Context: an optimization exercise on an open-source flow, tuned for small area. The choices shown serve that exercise and are no tape-out recipe. Function was checked by simulation only, so behaviour that the tests miss may differ from the original. In runs 1, 3 and 4 the design's own scripts or RTL, not TritonCTS, make the clock network. The flow treats the clock pin as an ideal source. Dropping or thinning the clock tree relies on that and would not hold on a real chip. Power and IR drop assume default switching activity.

### flow/flow/abc_area.script
strash
&get -n
&deepsyn -I 1 -J 1000
&put
dch -f
amap
### flow/standard.sh
#!/bin/bash
# synth_recipe.tcl (not shown) runs the flow's synth.tcl, then flattens the netlist and writes it again
# the make line also repeats each setting of config.mk as NAME=value (left out here)
make -C /OpenROAD-flow-scripts/flow DESIGN_CONFIG=/design/flow/config.mk WORK_HOME=/design/flow/orfs CLKGATE_MAP_FILE= SYNTH_SCRIPT=/design/flow/synth_recipe.tcl "${@:-finish}"
### flow/flow/run.sh
#!/bin/bash
# Standard ORFS layout (the standard.sh) with four changes:
#  - ABC maps for area (flow/abc_area.script) instead of ORFS's delay script,
#    and Yosys does not pre-map half/full adders (ADDER_MAP_FILE empty);
#  - ports are buffered with the smallest buffer, buf_1;
#  - the clock tree is four clkbuf_8, each driving a quarter of the
#    flip-flops, built by flow/cts_tree.tcl in place of TritonCTS.
# Each tool's full output is kept: make's in flow_make.log, ORFS's per-step
# logs under orfs/logs/.
set -euo pipefail
W=$PWD
rm -rf "$W/scripts_mod"
cp -r "$FLOW_HOME/scripts" "$W/scripts_mod"
cp "$W/flow/abc_area.script" "$W/scripts_mod/abc_speed.script"
export SCRIPTS_DIR="$W/scripts_mod"
export ADDER_MAP_FILE=
export PRE_CTS_TCL="$W/flow/cts_tree.tcl"
export BUFFER_PORTS_ARGS="-buffer_cell sky130_fd_sc_hd__buf_1"
bash "$W/standard.sh" > "$W/flow_make.log" 2>&1
### flow/constraint.sdc
create_clock -name core_clock -period 10.0 [get_ports {clk_i}]
set_input_delay 2.0000 -clock core_clock [delete_from_list [all_inputs] [get_ports {clk_i}]]
set_output_delay 2.0000 -clock core_clock [all_outputs]
set_load 0.01 [all_outputs]
### flow/design.v
`resetall
`default_nettype none
module UART_TOP #(parameter DATA_WIDTH = 8, ACC_SIZE = 32, FCW = 9895605
    )
    (   output      logic                       data_rdy_o, data_err_o, serial_o, busy_o,
        output      logic   [DATA_WIDTH-1:0]    rcvr_data_o,
        input  wire logic                       serial_i, start_tx_i, clk_i, rst_i, data_rdy_clr_i, data_err_clr_i,
        input  wire logic   [DATA_WIDTH-1:0]    xmit_data_i
    );
    localparam logic [ACC_SIZE-1:0] FCW_V = FCW;
    logic [ACC_SIZE:0]   acc;
    logic [ACC_SIZE:0]   acc_c;
    logic [ACC_SIZE-1:0] acc_s;
    logic                baud, baud_q;
    always_comb begin
        acc_c[0] = 1'b0;
        for (int i = 0; i < ACC_SIZE; i++) begin
            acc_s[i]   = acc[i] ^ FCW_V[i] ^ acc_c[i];
            acc_c[i+1] = FCW_V[i] ? (acc[i] | acc_c[i]) : (acc[i] & acc_c[i]);
        end
    end
    always_ff @(posedge clk_i) begin
        if (rst_i) begin
            acc    <= '0;
            baud   <= 1'b0;
            baud_q <= 1'b0;
        end else begin
            acc    <= {acc_c[ACC_SIZE], acc_s};
            baud   <= baud ^ acc[ACC_SIZE];
            baud_q <= baud;
        end
    end
    wire baud_fedg = baud_q & ~baud;
    wire baud_redg = ~baud_q & baud;
    localparam logic [5:0] DB_START = 6'd13,
                           DB_DONE  = 6'd45;
    logic       s0, s1, s2, ser;
    logic [5:0] dcnt;
    always_ff @(posedge clk_i) begin
        s0 <= serial_i;
        s1 <= s0;
    end
    always_ff @(posedge clk_i) begin
        if (rst_i) begin
            s2   <= 1'b0;
            dcnt <= DB_START;
            ser  <= 1'b1;
        end else begin
            s2 <= s1;
            if (s1 ^ s2)              dcnt <= DB_START;
            else if (dcnt == DB_DONE) ser  <= s2;
            else                      dcnt <= {dcnt[4:0], ~(dcnt[5] ^ dcnt[0])};
        end
    end
    localparam logic [3:0] R_A0   = 4'd0,
                           R_A1   = 4'd1,
                           R_A2   = 4'd3,
                           R_A3   = 4'd2,
                           R_A4   = 4'd6,
                           R_A5   = 4'd7,
                           R_A6   = 4'd5,
                           R_A7   = 4'd4,
                           R_A8   = 4'd12,
                           R_A9   = 4'd13,
                           R_IDLE = 4'd8,
                           R_POST = 4'd9,
                           R_ERR  = 4'd10,
                           R_EOM  = 4'd11,
                           R_EOME = 4'd14;
    logic [3:0]            rs, rs_n;
    logic [DATA_WIDTH-1:0] rsh;
    always_comb begin
        rs_n = rs;
        case (rs)
            R_IDLE, R_POST: rs_n = (!baud && !ser) ? R_A0 : R_IDLE;
            R_A0: if (baud_fedg) rs_n = R_A1;
            R_A1: if (baud_fedg) rs_n = R_A2;
            R_A2: if (baud_fedg) rs_n = R_A3;
            R_A3: if (baud_fedg) rs_n = R_A4;
            R_A4: if (baud_fedg) rs_n = R_A5;
            R_A5: if (baud_fedg) rs_n = R_A6;
            R_A6: if (baud_fedg) rs_n = R_A7;
            R_A7: if (baud_fedg) rs_n = R_A8;
            R_A8: if (baud_fedg) rs_n = ser ? R_A9 : R_ERR;
            R_A9: if (baud)      rs_n = ser ? R_EOM : R_ERR;
            R_ERR:               rs_n = R_EOME;
            R_EOM, R_EOME:       rs_n = R_POST;
            default:             rs_n = R_EOM;
        endcase
    end
    always_ff @(posedge clk_i) begin
        if (rst_i) rs <= R_IDLE;
        else       rs <= rs_n;
    end
    wire rx_shift = baud_fedg && !rs[3];    
    always_ff @(posedge clk_i) begin
        if (rx_shift) rsh <= {ser, rsh[DATA_WIDTH-1:1]};
    end
    always_ff @(posedge clk_i) begin
        if (rst_i) begin
            data_rdy_o  <= 1'b0;
            rcvr_data_o <= '0;
            data_err_o  <= 1'b0;
        end else begin
            if (rs == R_POST) begin
                data_rdy_o  <= 1'b1;
                rcvr_data_o <= rsh;
            end else if (data_rdy_clr_i) begin
                data_rdy_o  <= 1'b0;
            end
            if (rs == R_EOME)        data_err_o <= 1'b1;
            else if (data_err_clr_i) data_err_o <= 1'b0;
        end
    end
    localparam logic [3:0] T_IDLE  = 4'b0000,
                           T_START = 4'b0001,
                           T_SB1   = 4'b0010,    
                           T_SB    = 4'b0011,    
                           T_P1    = 4'b0100,    
                           T_P2    = 4'b0101,    
                           T_END   = 4'b0110,
                           T_D0    = 4'b1000,
                           T_D7    = 4'b1111;
    logic [3:0]            ts, ts_n;
    logic [DATA_WIDTH-1:0] tdat;
    logic                  start_tx;
    always_comb begin
        ts_n = ts;
        case (ts)
            T_IDLE:      if (start_tx) ts_n = T_START;
            T_START:     ts_n = T_SB1;
            T_SB1:       ts_n = baud_redg ? T_D0 : T_SB;
            T_SB:        if (baud_redg) ts_n = T_D0;
            T_D7:        if (baud_redg) ts_n = T_P1;
            T_P1:        if (baud_redg) ts_n = T_P2;
            T_P2:        if (baud_redg) ts_n = T_END;
            T_END:       ts_n = T_IDLE;
            default:     if (baud_redg) ts_n = ts + 4'd1;    
        endcase
    end
    always_ff @(posedge clk_i) begin
        if (rst_i) begin
            ts       <= T_IDLE;
            start_tx <= 1'b0;
        end else begin
            ts <= ts_n;
            if (start_tx_i)       start_tx <= 1'b1;
            else if (ts == T_SB1) start_tx <= 1'b0;
        end
    end
    always_ff @(posedge clk_i) begin
        if (ts == T_START) tdat <= xmit_data_i;
    end
    assign busy_o   = (ts != T_IDLE) && (ts != T_START);
    assign serial_o = ts[3] ? tdat[ts[2:0]] : !((ts == T_SB1) || (ts == T_SB));
endmodule
### flow/flow/cts_tree.tcl
# Clock tree built before ORFS's CTS step (sourced as PRE_CTS_TCL).
# The flip-flops are split into four groups by position (k-means); each group
# gets one clkbuf_8 at its centre, driven straight from the clock port, so
# the port feeds four buffer inputs.  TritonCTS is then skipped; the rest of
# the CTS step (legalisation, timing repair) runs as usual.
set nclusters 4
set buf_master_name sky130_fd_sc_hd__clkbuf_8

set db [ord::get_db]
set block [ord::get_db_block]
set clknet [$block findNet clk_i]
if { $clknet == "NULL" } { error "clock net not found" }

set sinks {}
foreach it [$clknet getITerms] {
  set inst [$it getInst]
  set bb [$inst getBBox]
  set x [expr { ([$bb xMin] + [$bb xMax]) / 2.0 }]
  set y [expr { ([$bb yMin] + [$bb yMax]) / 2.0 }]
  lappend sinks [list $it $x $y]
}
set n [llength $sinks]
puts "custom clock tree: $n sinks, $nclusters buffers"

# initial centres: sinks sorted by angle around the centroid, split evenly
set cx 0.0; set cy 0.0
foreach s $sinks { set cx [expr {$cx + [lindex $s 1]}]; set cy [expr {$cy + [lindex $s 2]}] }
set cx [expr {$cx / $n}]; set cy [expr {$cy / $n}]
set ang {}
foreach s $sinks { lappend ang [list [expr {atan2([lindex $s 2] - $cy, [lindex $s 1] - $cx)}] $s] }
set ang [lsort -real -index 0 $ang]
set centres {}
for {set k 0} {$k < $nclusters} {incr k} {
  set lo [expr {$k * $n / $nclusters}]; set hi [expr {($k + 1) * $n / $nclusters}]
  set sx 0.0; set sy 0.0
  for {set i $lo} {$i < $hi} {incr i} {
    set s [lindex [lindex $ang $i] 1]
    set sx [expr {$sx + [lindex $s 1]}]; set sy [expr {$sy + [lindex $s 2]}]
  }
  lappend centres [list [expr {$sx / ($hi - $lo)}] [expr {$sy / ($hi - $lo)}]]
}
# Lloyd iterations with a cap on cluster size (balanced loads)
set cap [expr {int(ceil(double($n) / $nclusters)) + 2}]
for {set iter 0} {$iter < 30} {incr iter} {
  # assign: sinks in order of their best-distance, each to the nearest centre with room
  set cand {}
  foreach s $sinks {
    set ds {}
    for {set k 0} {$k < $nclusters} {incr k} {
      set c [lindex $centres $k]
      lappend ds [list [expr {abs([lindex $s 1] - [lindex $c 0]) + abs([lindex $s 2] - [lindex $c 1])}] $k]
    }
    set ds [lsort -real -index 0 $ds]
    lappend cand [list [lindex [lindex $ds 0] 0] $s $ds]
  }
  set cand [lsort -real -index 0 $cand]
  set count {}
  for {set k 0} {$k < $nclusters} {incr k} { lappend count 0 }
  set assign {}
  foreach c $cand {
    foreach d [lindex $c 2] {
      set k [lindex $d 1]
      if { [lindex $count $k] < $cap } {
        lset count $k [expr {[lindex $count $k] + 1}]
        lappend assign [list $k [lindex $c 1]]
        break
      }
    }
  }
  set newc {}
  for {set k 0} {$k < $nclusters} {incr k} {
    set sx 0.0; set sy 0.0; set m 0
    foreach a $assign {
      if { [lindex $a 0] == $k } {
        set s [lindex $a 1]
        set sx [expr {$sx + [lindex $s 1]}]; set sy [expr {$sy + [lindex $s 2]}]; incr m
      }
    }
    if { $m > 0 } { lappend newc [list [expr {$sx / $m}] [expr {$sy / $m}]] } else { lappend newc [lindex $centres $k] }
  }
  set centres $newc
}

set master [$db findMaster $buf_master_name]
for {set k 0} {$k < $nclusters} {incr k} {
  set c [lindex $centres $k]
  set inst [odb::dbInst_create $block $master "clkbuf_leaf_$k"]
  set w [[$inst getMaster] getWidth]; set h [[$inst getMaster] getHeight]
  $inst setLocation [expr {int([lindex $c 0] - $w / 2)}] [expr {int([lindex $c 1] - $h / 2)}]
  $inst setPlacementStatus PLACED
  set net [odb::dbNet_create $block "clknet_leaf_$k"]
  $net setSigType CLOCK
  [$inst findITerm A] connect $clknet
  [$inst findITerm X] connect $net
  set m 0
  foreach a $assign {
    if { [lindex $a 0] == $k } {
      set it [lindex [lindex $a 1] 0]
      $it disconnect
      $it connect $net
      incr m
    }
  }
  puts "clkbuf_leaf_$k at [lindex $c 0] [lindex $c 1] drives $m sinks"
}

set_propagated_clock [all_clocks]
# TritonCTS has nothing left to do
proc clock_tree_synthesis { args } { puts "clock_tree_synthesis skipped: custom tree built in PRE_CTS_TCL" }
### flow/config.mk
export PLATFORM = sky130hd
export DESIGN_NAME = UART_TOP
export DESIGN_NICKNAME = UART_TOP
export VERILOG_FILES = /design/flow/design.v
export SDC_FILE = /design/flow/constraint.sdc
export NUM_CORES = 4
export LEC_CHECK = 0
export CAP_MARGIN = 20
export CORE_MARGIN = 2
export CORE_UTILIZATION = 70
export SLEW_MARGIN = 20
==> flow_metrics.tcl, run 1 <==
set metrics [dict create \
    status "no timing/DRC/antenna violations" \
    setup_tns_ns 0 \
    via_per_inst 5.49 \
    drc 0 \
    timing.rr.start "acc[1]" \
    p_comb_share_pct 13.4 \
    io_pins 26 \
    peakVddDrop_v 0.000171 \
    finalNonFillerCells 375 \
    slew_headroom_pct 57.2 \
    hold_viol_final 0 \
    grt_first_pass_wirelength_um 7000 \
    syn-mean-instance-area_um2 9.55 \
    leakage_nw 1.10 \
    synth_edf_count 16 \
    min_path_cells 0 \
    cp.required_ns 10.06 \
    crit_arrival_ns 5.19 \
    die_h_um 67.4 \
    multi_input_area_um2 957 \
    fin_worst_skew_ns 0.0144 \
    ys_top_cells_by_area "dfxtp_1 (45%), edfxtp_1 (17%), nor2_1 (9.1%), nor3_1 (5.3%), a21oi_1 (4.4%)" \
    end_kind "flip-flop" \
    powerDensity_mw_per_mm2 183 \
    met3_usage_pct 2.83 \
    dpl.hpwl_um 3090 \
    crit_path_end "acc[31]" \
    yosysSeqAreaShare_pct 62.5 \
    timing.rr.end "acc[31]" \
    area_growth_pct 7.82 \
    p_sw_share_pct 23.6 \
    nFillCells 287 \
    seq_area_mm2 0.00176 \
    clkTransAtPathRegs_ns 0.10 \
    synthArstFlopShare_pct 0 \
    min_period_over_period_pct 51.3 \
    grt-ovfl-total 0 \
    netlist.area_leader.share_pct 45.5 \
    diodes 0 \
    dpl.cell_count 371 \
    use_met1_pct 24.8 \
    layout_commonest_cell "nor2_1" \
    p_total_w 0.000556 \
    insertion_delay_ns 0.17 \
    setup_viol 0 \
    grt_most_used_layer "met2" \
    period_minus_slack_ns 5.13 \
    drt_iter0_markers 96 \
    layout_common_cells "nor2_1 (68), dfxtp_1 (64), nor3_1 (30), clkinv_1 (26), a21oi_1 (25)" \
    ys_warn_count 1 \
    crit_type "reg -> reg" \
    pre_cts_ws_ns 4.86 \
    intPower_w 0.000424 \
    first_global_vias 1706 \
    syn_nets 309 \
    row_count 23 \
    syn_inst 295 \
    cpMostUsedCell "nor2_1" \
    fp.coreArea_mm2 0.00394 \
    p_seq_share_pct 66.9 \
    crit_path_max_fanout 4 \
    firstDrtPassIters 4 \
    fin_nets 341 \
    start_kind "flip-flop" \
    yosys_register_bits 80 \
    rsz0062_at_grt "no" \
    drive_gt1_share_pct 1.85 \
    io_buffers 25 \
    drv_slew 0 \
    worst_slew_pin_slew_ns 0.640 \
    synth_area_mm2 0.00282 \
    hold_buffers 0 \
    crit_start "acc[1]" \
    ys_types 28 \
    power_frac_clock_pct 19.7 \
    antenna_left 0 \
    fmax_mhz 195 \
    cp_slowest_stage_delay_ns 0.32 \
    p_sw_w 0.000131 \
    synth_area_leader_cell "dfxtp_1" \
    ff2ff_setup_slack_ns 4.87 \
    layout_setup_ws_ns 4.87 \
    grt.total_usage_pct 19.1 \
    crit_slowest_cell "dfxtp_1" \
    cap_violations 0 \
    die-area_mm2 0.00455 \
    reg2reg_depth 36 \
    start_util_pct 71.4 \
    postRouteWirelength_um 4320 \
    wl_per_cell_um 11.5 \
    antenna_found_initial 0 \
    routabilityCongestion 0.730 \
    cts_resized 0 \
    holdCritPathClass "reg -> reg" \
    die_w_um 67.4 \
    synthFlopType "dfxtp_1" \
    use_met2_pct 34.3 \
    cts_setup_buffers 0 \
    via_count 2059 \
    grt_max_degree 45 \
]
## logic make-up after synthesis
kind of cell,Yosys count,synth area share [%]
compound gates,55,12.7
buf+inv,26,3.46
flops,80,62.5
simple gates,134,21.3
## metrics by stage
step                      util, %  area (um2)  hold slack [ns]
after global routing         77.0        3040            0.346
after floorplan                 -        2820            0.310
after global placement       75.6        2980            0.313
after detailed placement     75.6        2980            0.318
final                        77.0        3040            0.338
after CTS                    77.0        3040            0.343
## how the worst min path moves through the flow
stage	end	slack, ns	start
after floorplan	s1	0.31	s0
after global placement	s1	0.31	s0
after detailed placement	s1	0.32	s0
after CTS	s1	0.34	s0
after global routing	s1	0.35	s0
final	s1	0.34	s0
## synth_stat cells, types with 2 or more instances
cell type  count
nor3_1        30
dfxtp_1       64
o21ai_0       10
nand3_1        2
nand2_1       12
and3_1         7
a32o_1         9
nor2_1        68
and2_0         4
clkinv_1      26
a21oi_1       25
edfxtp_1      16
nor2b_1        7
## worst max-delay path, delay by kind of cell, from the launching register on
family,cells,cell delay [ns]
flip-flops,1,0.32
buffers and inverters,8,0.79
AND/OR/NAND/NOR,26,3.68
AO/OA/AOI/OAI,2,0.20
## layout make-up
cell class	count	area share [%]
buffer	4	1.81
sequential	80	58.0
timing repair buffer	26	3.38
multi-input combinational	189	31.5
tap	50	2.06
inverter	26	3.21
## flip-flops by register name (all words and copies together), names as in the netlist
name         count
s1               1
rsh              8
data_err_o       1
start_tx         1
baud_q           1
s0               1
rs               4
tdat             8
ts               4
ser              1
data_rdy_o       1
rcvr_data_o      8
baud             1
acc             33
dcnt             6
s2               1
## routing by layer
layer	routed length [um]	part of all wire [%]
met5	0	0
met4	47	1.1
met3	178	4.1
met2	2050	47
met1	2050	47
## power by group through the flow
| stage | sequential [W] | clock (W) | combinational, W |
|---|---|---|---|
| 2_1_floorplan | 0.000375 | 0 | 0.0000613 |
| 3_3_place_gp | 0.000378 | 0 | 0.0000726 |
| 3_5_place_dp | 0.000379 | 0 | 0.0000753 |
| 4_1_cts | 0.000372 | 0.000112 | 0.0000756 |
| 5_1_grt | 0.000375 | 0.000124 | 0.0000870 |
| 6_report | 0.000372 | 0.000110 | 0.0000746 |
==> run 2: changes to the inputs <==
--- a/flow/config.mk
+++ b/flow/config.mk
@@ -7,5 +7,5 @@
 export LEC_CHECK = 0
 export CAP_MARGIN = 20
 export CORE_MARGIN = 2
-export CORE_UTILIZATION = 70
+export CORE_UTILIZATION = 85
 export SLEW_MARGIN = 20
==> flow_metrics.tcl, run 2 <==
set metrics [dict create \
    stop_stage "3_1_place_gp_skip_io" \
    die_w_um 61.6 \
    synth_edf_count 16 \
    ys_top_cells_by_area "dfxtp_1 (45%), edfxtp_1 (17%), nor2_1 (9.1%), nor3_1 (5.3%), a21oi_1 (4.4%)" \
    yosysSeqAreaShare_pct 62.5 \
    ys_types 28 \
    syn-mean-instance-area_um2 9.55 \
    ys_warn_count 1 \
    syn_inst 295 \
    yosysMostFrequentCell "nor2_1" \
    synth_area_mm2 0.00282 \
    die_h_um 61.6 \
    netlist_top_cells_count "nor2_1 (68), dfxtp_1 (64), nor3_1 (30)" \
    netlist.area_leader.share_pct 45.5 \
    syn_nets 309 \
    synthFlopType "dfxtp_1" \
    synthArstFlopShare_pct 0 \
    row_count 20 \
    error_line "[ERROR GPL-0301] Utilization 100.322 % exceeds 100%." \
    status "did not finish" \
    start_util_pct 90.8 \
    yosys_register_bits 80 \
    synth_area_leader_cell "dfxtp_1" \
]
-- run 2: cell counts after synthesis --
Identical to the previous run, type by type.
-- run 2: cells by family after synthesis --
logic type	after synthesis	share of synthesized area, %
simple gates	134	21.3
flops	80	62.5
compound gates	55	12.7
buf+inv	26	3.46
==> run 3: changes to the inputs <==
--- a/flow/flow/cts_tree.tcl
+++ b/flow/flow/cts_tree.tcl
@@ -39,8 +39,8 @@
   }
   lappend centres [list [expr {$sx / ($hi - $lo)}] [expr {$sy / ($hi - $lo)}]]
 }
-# Lloyd iterations with a cap on cluster size (balanced loads)
-set cap [expr {int(ceil(double($n) / $nclusters)) + 2}]
+# Lloyd iterations with equal cluster sizes (balanced loads)
+set cap [expr {int(ceil(double($n) / $nclusters))}]
 for {set iter 0} {$iter < 30} {incr iter} {
   # assign: sinks in order of their best-distance, each to the nearest centre with room
   set cand {}
--- a/flow/config.mk
+++ b/flow/config.mk
@@ -7,5 +7,5 @@
 export LEC_CHECK = 0
 export CAP_MARGIN = 20
 export CORE_MARGIN = 2
-export CORE_UTILIZATION = 85
+export CORE_UTILIZATION = 70
 export SLEW_MARGIN = 20
==> flow_metrics.tcl, run 3 <==
set metrics [dict create \
    status "no timing/DRC/antenna violations" \
    placed_area_mm2 0.00298 \
    netlist.area_leader.share_pct 45.5 \
    clkTransAtPathRegs_ns 0.11 \
    hold_buffers 0 \
    period_minus_slack_ns 5.12 \
    min_period_over_period_pct 51.2 \
    antenna_found_initial 0 \
    firstDrtPassIters 4 \
    drc 0 \
    leakage_nw 1.10 \
    layout_commonest_cell "nor2_1" \
    grt.total_usage_pct 19.2 \
    crit_slowest_cell "dfxtp_1" \
    rsz0062_at_grt "no" \
    ys_warn_count 1 \
    die-area_mm2 0.00455 \
    peakVddDrop_v 0.000174 \
    insertion_delay_ns 0.17 \
    end_kind "flip-flop" \
    fmax_mhz 195 \
    top_register "acc" \
    fin_util_pct 77.0 \
    cts_resized 0 \
    die_w_um 67.4 \
    synthFlopType "dfxtp_1" \
    nFillCells 285 \
    syn_nets 309 \
    grt_first_pass_wirelength_um 7020 \
    routabilityCongestion 0.730 \
    crit_arrival_ns 5.19 \
    first_global_vias 1713 \
    die_h_um 67.4 \
    critPathTopFamily "simple AND/OR/NAND/NOR gates" \
    crit_path_max_fanout 4 \
    via_count 2063 \
    worst_slew_pin_slew_ns 0.674 \
    powerDensity_mw_per_mm2 183 \
    grt_max_degree 45 \
    synth_edf_count 16 \
    io_buffers 25 \
    area_growth_pct 7.82 \
    critPathBufInv 8 \
    yosysMostFrequentCell "nor2_1" \
    dpl.hpwl_um 3090 \
    cp_slowest_stage_delay_ns 0.33 \
    netlist_top_cells_count "nor2_1 (68), dfxtp_1 (64), nor3_1 (30)" \
    drv_slew 0 \
    cap_violations 0 \
    synth_area_leader_cell "dfxtp_1" \
    ys_types 28 \
    fin_worst_skew_ns 0.00988 \
    via_per_inst 5.50 \
    largest_reg_flops 33 \
    fp.coreArea_mm2 0.00394 \
    cts_setup_buffers 0 \
    slew_headroom_pct 54.9 \
    start_util_pct 71.4 \
    cpMostUsedCell "nor2_1" \
    syn_inst 295 \
    setup_viol 0 \
    holdCritPathClass "reg -> reg" \
    antenna_left 0 \
    yosys_register_bits 80 \
    crit_type "reg -> reg" \
    postRouteWirelength_um 4380 \
    layout_common_cells "nor2_1 (68), dfxtp_1 (64), nor3_1 (30), clkinv_1 (26), a21oi_1 (25)" \
    drive_gt1_share_pct 1.85 \
    start_kind "flip-flop" \
    wl_per_cell_um 11.7 \
    syn-mean-instance-area_um2 9.55 \
    diodes 0 \
    yosysSeqAreaShare_pct 62.5 \
    synth_area_mm2 0.00282 \
    row_count 23 \
    design_area_mm2 0.00304 \
    fin_nets 341 \
    hold_viol_final 0 \
    cp.required_ns 10.06 \
    io_pins 26 \
    setup_tns_ns 0 \
    synthArstFlopShare_pct 0 \
    ys_top_cells_by_area "dfxtp_1 (45%), edfxtp_1 (17%), nor2_1 (9.1%), nor3_1 (5.3%), a21oi_1 (4.4%)" \
    grt-ovfl-total 0 \
    drt_iter0_markers 94 \
]
==> run 3: cell counts after synthesis <==
Identical to the previous run, type by type.
==> run 3: kinds of logic after synthesis <==
family,count (synthesis),share of synthesized area (%)
buf+inv,26,3.46
simple gates,134,21.3
compound gates,55,12.7
flops,80,62.5
==> run 3: worst register-to-register path: cells and delay by family (launching register included) <==
family          cells  cell delay (ns)
compound gates      2             0.20
buf+inv             8             0.80
flops               1             0.33
simple gates       26             3.69
==> run 3: final timing paths <==
kind / from / endpoint / slack, ns / cells after the start
worst max register to register: acc[1] / acc[31] / 4.88 / 36
worst min-delay path: s0 / s1 / 0.34 / 0
worst min register to register: s0 / s1 / 0.34 / 0
worst max-delay path: acc[1] / acc[31] / 4.88 / 36
==> run 3: metal layers <==
metal	track usage, %	vias up	routed length, um
li1	-	1087	-
met1	24.4	940	2060
met2	35.1	31	2090
met3	2.83	5	178
met4	3.32	0	47
met5	0	-	0
==> run 3: area by class of cell <==
type                    instances  area (um2)  area share, %
repair buffers                 26         103           3.38
flip-flops and latches         80        1760           58.0
inverters                      26        97.6           3.21
well taps                      50        62.6           2.06
multi-input cells             189         957           31.5
plain buffers                   4        55.1           1.81
==> run 3: power by group <==
| group | total (W) | internal, W | switching, W |
|---|---|---|---|
| Clock | 0.000110 | 0.0000374 | 0.0000725 |
| Combinational | 0.0000745 | 0.0000298 | 0.0000447 |
| Sequential | 0.000372 | 0.000357 | 0.0000143 |
| Total | 0.000556 | 0.000424 | 0.000131 |
==> run 3: through the flow <==
stage / total power [W] / hold WS, ns / instances / worst slack [ns]
after floorplan: 0.000437 / 0.310 / 295 / 5.36
after global placement: 0.000451 / 0.313 / 371 / 5.07
after detailed placement: 0.000454 / 0.318 / 371 / 4.86
after CTS: 0.000561 / 0.344 / 375 / 4.81
after global routing: 0.000587 / 0.349 / 375 / 4.12
final: 0.000556 / 0.339 / 375 / 4.88
==> run 4: changes to the inputs <==
--- a/flow/flow/run.sh
+++ b/flow/flow/run.sh
@@ -3,7 +3,7 @@
 #  - ABC maps for area (flow/abc_area.script) instead of ORFS's delay script,
 #    and Yosys does not pre-map half/full adders (ADDER_MAP_FILE empty);
 #  - ports are buffered with the smallest buffer, buf_1;
-#  - the clock tree is four clkbuf_8, each driving a quarter of the
+#  - the clock tree is four clkbuf_16, each driving a quarter of the
 #    flip-flops, built by flow/cts_tree.tcl in place of TritonCTS.
 # Each tool's full output is kept: make's in flow_make.log, ORFS's per-step
 # logs under orfs/logs/.
--- a/flow/flow/cts_tree.tcl
+++ b/flow/flow/cts_tree.tcl
@@ -1,10 +1,10 @@
 # Clock tree built before ORFS's CTS step (sourced as PRE_CTS_TCL).
 # The flip-flops are split into four groups by position (k-means); each group
-# gets one clkbuf_8 at its centre, driven straight from the clock port, so
+# gets one clkbuf_16 at its centre, driven straight from the clock port, so
 # the port feeds four buffer inputs.  TritonCTS is then skipped; the rest of
 # the CTS step (legalisation, timing repair) runs as usual.
 set nclusters 4
-set buf_master_name sky130_fd_sc_hd__clkbuf_8
+set buf_master_name sky130_fd_sc_hd__clkbuf_16
 
 set db [ord::get_db]
 set block [ord::get_db_block]
@@ -39,8 +39,8 @@
   }
   lappend centres [list [expr {$sx / ($hi - $lo)}] [expr {$sy / ($hi - $lo)}]]
 }
-# Lloyd iterations with equal cluster sizes (balanced loads)
-set cap [expr {int(ceil(double($n) / $nclusters))}]
+# Lloyd iterations with a cap on cluster size (balanced loads)
+set cap [expr {int(ceil(double($n) / $nclusters)) + 2}]
 for {set iter 0} {$iter < 30} {incr iter} {
   # assign: sinks in order of their best-distance, each to the nearest centre with room
   set cand {}
==> flow_metrics.tcl, run 4 <==
set metrics [dict create \
    status "no timing/DRC/antenna violations" \
    via_count 2082 \
    ys_top_cells_by_area "dfxtp_1 (45%), edfxtp_1 (17%), nor2_1 (9.1%), nor3_1 (5.3%), a21oi_1 (4.4%)" \
    cp.required_ns 10.03 \
    ys_types 28 \
    netlist_top_cells_count "nor2_1 (68), dfxtp_1 (64), nor3_1 (30)" \
    grt-ovfl-total 0 \
    reg2reg_depth 36 \
    seq_area_mm2 0.00176 \
    io_buffers 25 \
    powerDensity_mw_per_mm2 192 \
    drive_gt1_share_pct 1.85 \
    cp_slowest_stage_delay_ns 0.31 \
    design_area_mm2 0.00308 \
    fin_worst_skew_ns 0.0109 \
    diodes 0 \
    die_w_um 67.4 \
    first_global_vias 1737 \
    routabilityCongestion 0.730 \
    syn_inst 295 \
    die-area_mm2 0.00455 \
    firstDrtPassIters 4 \
    multi_input_area_um2 957 \
    hold_viol_final 0 \
    nFillCells 277 \
    netlist.area_leader.share_pct 45.5 \
    die_h_um 67.4 \
    cts_setup_buffers 0 \
    drv_slew 0 \
    cpMostUsedCell "nor2_1" \
    min_period_over_period_pct 51.6 \
    synth_area_mm2 0.00282 \
    rsz0062_at_grt "no" \
    insertion_delay_ns 0.15 \
    crit_arrival_ns 5.20 \
    fp.coreArea_mm2 0.00394 \
    syn-mean-instance-area_um2 9.55 \
    area_growth_pct 9.42 \
    io_pins 26 \
    crit_path_max_fanout 4 \
    setup_viol 0 \
    grt_max_degree 45 \
    layout_commonest_cell "nor2_1" \
    min_path_cells 0 \
    end_kind "flip-flop" \
    via_per_inst 5.55 \
    drc 0 \
    placed_area_mm2 0.00298 \
    cap_violations 0 \
    peakVddDrop_v 0.000168 \
    layout_common_cells "nor2_1 (68), dfxtp_1 (64), nor3_1 (30), clkinv_1 (26), a21oi_1 (25)" \
    ys_warn_count 1 \
    largest_reg_flops 33 \
    period_minus_slack_ns 5.16 \
    dpl.cell_count 371 \
    synth_area_leader_cell "dfxtp_1" \
    postRouteWirelength_um 4360 \
    holdCritPathClass "reg -> reg" \
    clkTransAtPathRegs_ns 0.07 \
    fin_nets 341 \
    syn_nets 309 \
    crit_type "reg -> reg" \
    yosys_register_bits 80 \
    synth_edf_count 16 \
    cts_resized 0 \
    yosysSeqAreaShare_pct 62.5 \
    start_util_pct 71.4 \
    setup_tns_ns 0 \
    hold_buffers 0 \
    synthFlopType "dfxtp_1" \
    antenna_left 0 \
    dpl.hpwl_um 3090 \
    grt.total_usage_pct 19.5 \
    top_register "acc" \
    crit_slowest_cell "dfxtp_1" \
    worst_slew_pin_slew_ns 0.649 \
    fmax_mhz 194 \
    ff2ff_setup_slack_ns 4.84 \
    start_kind "flip-flop" \
    min_from "s0" \
    hold_end "s1" \
    antenna_found_initial 0 \
    finalNonFillerCells 375 \
    leakage_nw 1.12 \
    slew_headroom_pct 56.6 \
    drt_iter0_markers 127 \
    row_count 23 \
    wl_per_cell_um 11.6 \
    grt_first_pass_wirelength_um 7120 \
    yosysMostFrequentCell "nor2_1" \
    synthArstFlopShare_pct 0 \
    timing.rr.start "acc[1]" \
    whs_ns 0.331 \
    timing.rr.end "acc[31]" \
]
==> run 4: layer usage <==
layer	part of all wire [%]	up-vias	track usage [%]
li1	-	1088	-
met1	46	950	25.1
met2	49	40	35.3
met3	4.2	4	2.83
met4	1.2	0	3.06
met5	0	-	0
==> run 4: power by group <==
part | internal (W) | switching [W]
Clock | 0.0000723 | 0.0000722
Combinational | 0.0000298 | 0.0000451
Sequential | 0.000357 | 0.0000143
==> run 4: logic make-up (layout without fill, tap and decap cells) <==
group | after synthesis | count (layout) | share of synthesized area (%)
compound gates | 55 | 55 | 12.7
buf+inv | 26 | 56 | 3.46
flops | 80 | 80 | 62.5
simple gates | 134 | 134 | 21.3
==> run 4: worst max-delay path: cells and delay by family, from the launching register on <==
| family | cells | cell delay [ns] |
|---|---|---|
| AOI/OAI and AO/OA | 2 | 0.20 |
| DFF | 1 | 0.31 |
| and+or+nand+nor | 26 | 3.69 |
| buffers and inverters | 8 | 0.81 |
==> run 4: area by class of cell <==
type                            count  area share, %
Buffer                              4           3.25
Multi-Input combinational cell    189           31.1
Sequential cell                    80           57.2
Timing Repair Buffer               26           3.33
Tap cell                           50           2.03
Inverter                           26           3.17
==> run 4: worst max path at each step <==
stage,end,from,cells after the start
final,acc[31],acc[1],36
after global routing,acc[31],acc[1],36
after CTS,acc[31],acc[1],36
after detailed placement,acc[31],acc[1],36
after global placement,acc[31],acc[1],36
after floorplan,acc[31],acc[1],36
==> run 4: per-stage QoR <==
stage | setup WS (ns) | power [W] | utilization [%]
after floorplan | 5.36 | 0.000437 | -
after global placement | 5.07 | 0.000451 | 75.6
after detailed placement | 4.86 | 0.000454 | 75.6
after CTS | 4.76 | 0.000596 | 78.2
after global routing | 4.09 | 0.000621 | 78.2
final | 4.84 | 0.000591 | 78.2

-- static timing again, ports no longer ideal --
How much do the figures lean on ideal ports? The routed layouts below were timed once more, with nothing changed but the port constraints. Step 1, drivers: a clkbuf_16 drives clk_i and a buf_2 each remaining input, both assumed. Step 2 times the ports against the registers' clock, not the clock port: input delays grow and output delays shrink by t, the midpoint of the rising clock arrivals with the driver on. Slacks: ideal / step 1 / step 2; pairs: ideal / step 1.
run	shift t [ns]	slack for setup (ns)	latest minus earliest clock arrival (ns)	slew at the worst register clock pin (ns)
run 1	0.220	4.866 / 4.866 / 4.866	0.016 / 0.016	0.12 / 0.12
run 3	0.221	4.875 / 4.875 / 4.875	0.010 / 0.011	0.11 / 0.11
run 4	0.212	4.838 / 4.838 / 4.838	0.012 / 0.012	0.08 / 0.08
After both steps every run listed still meets setup and hold.
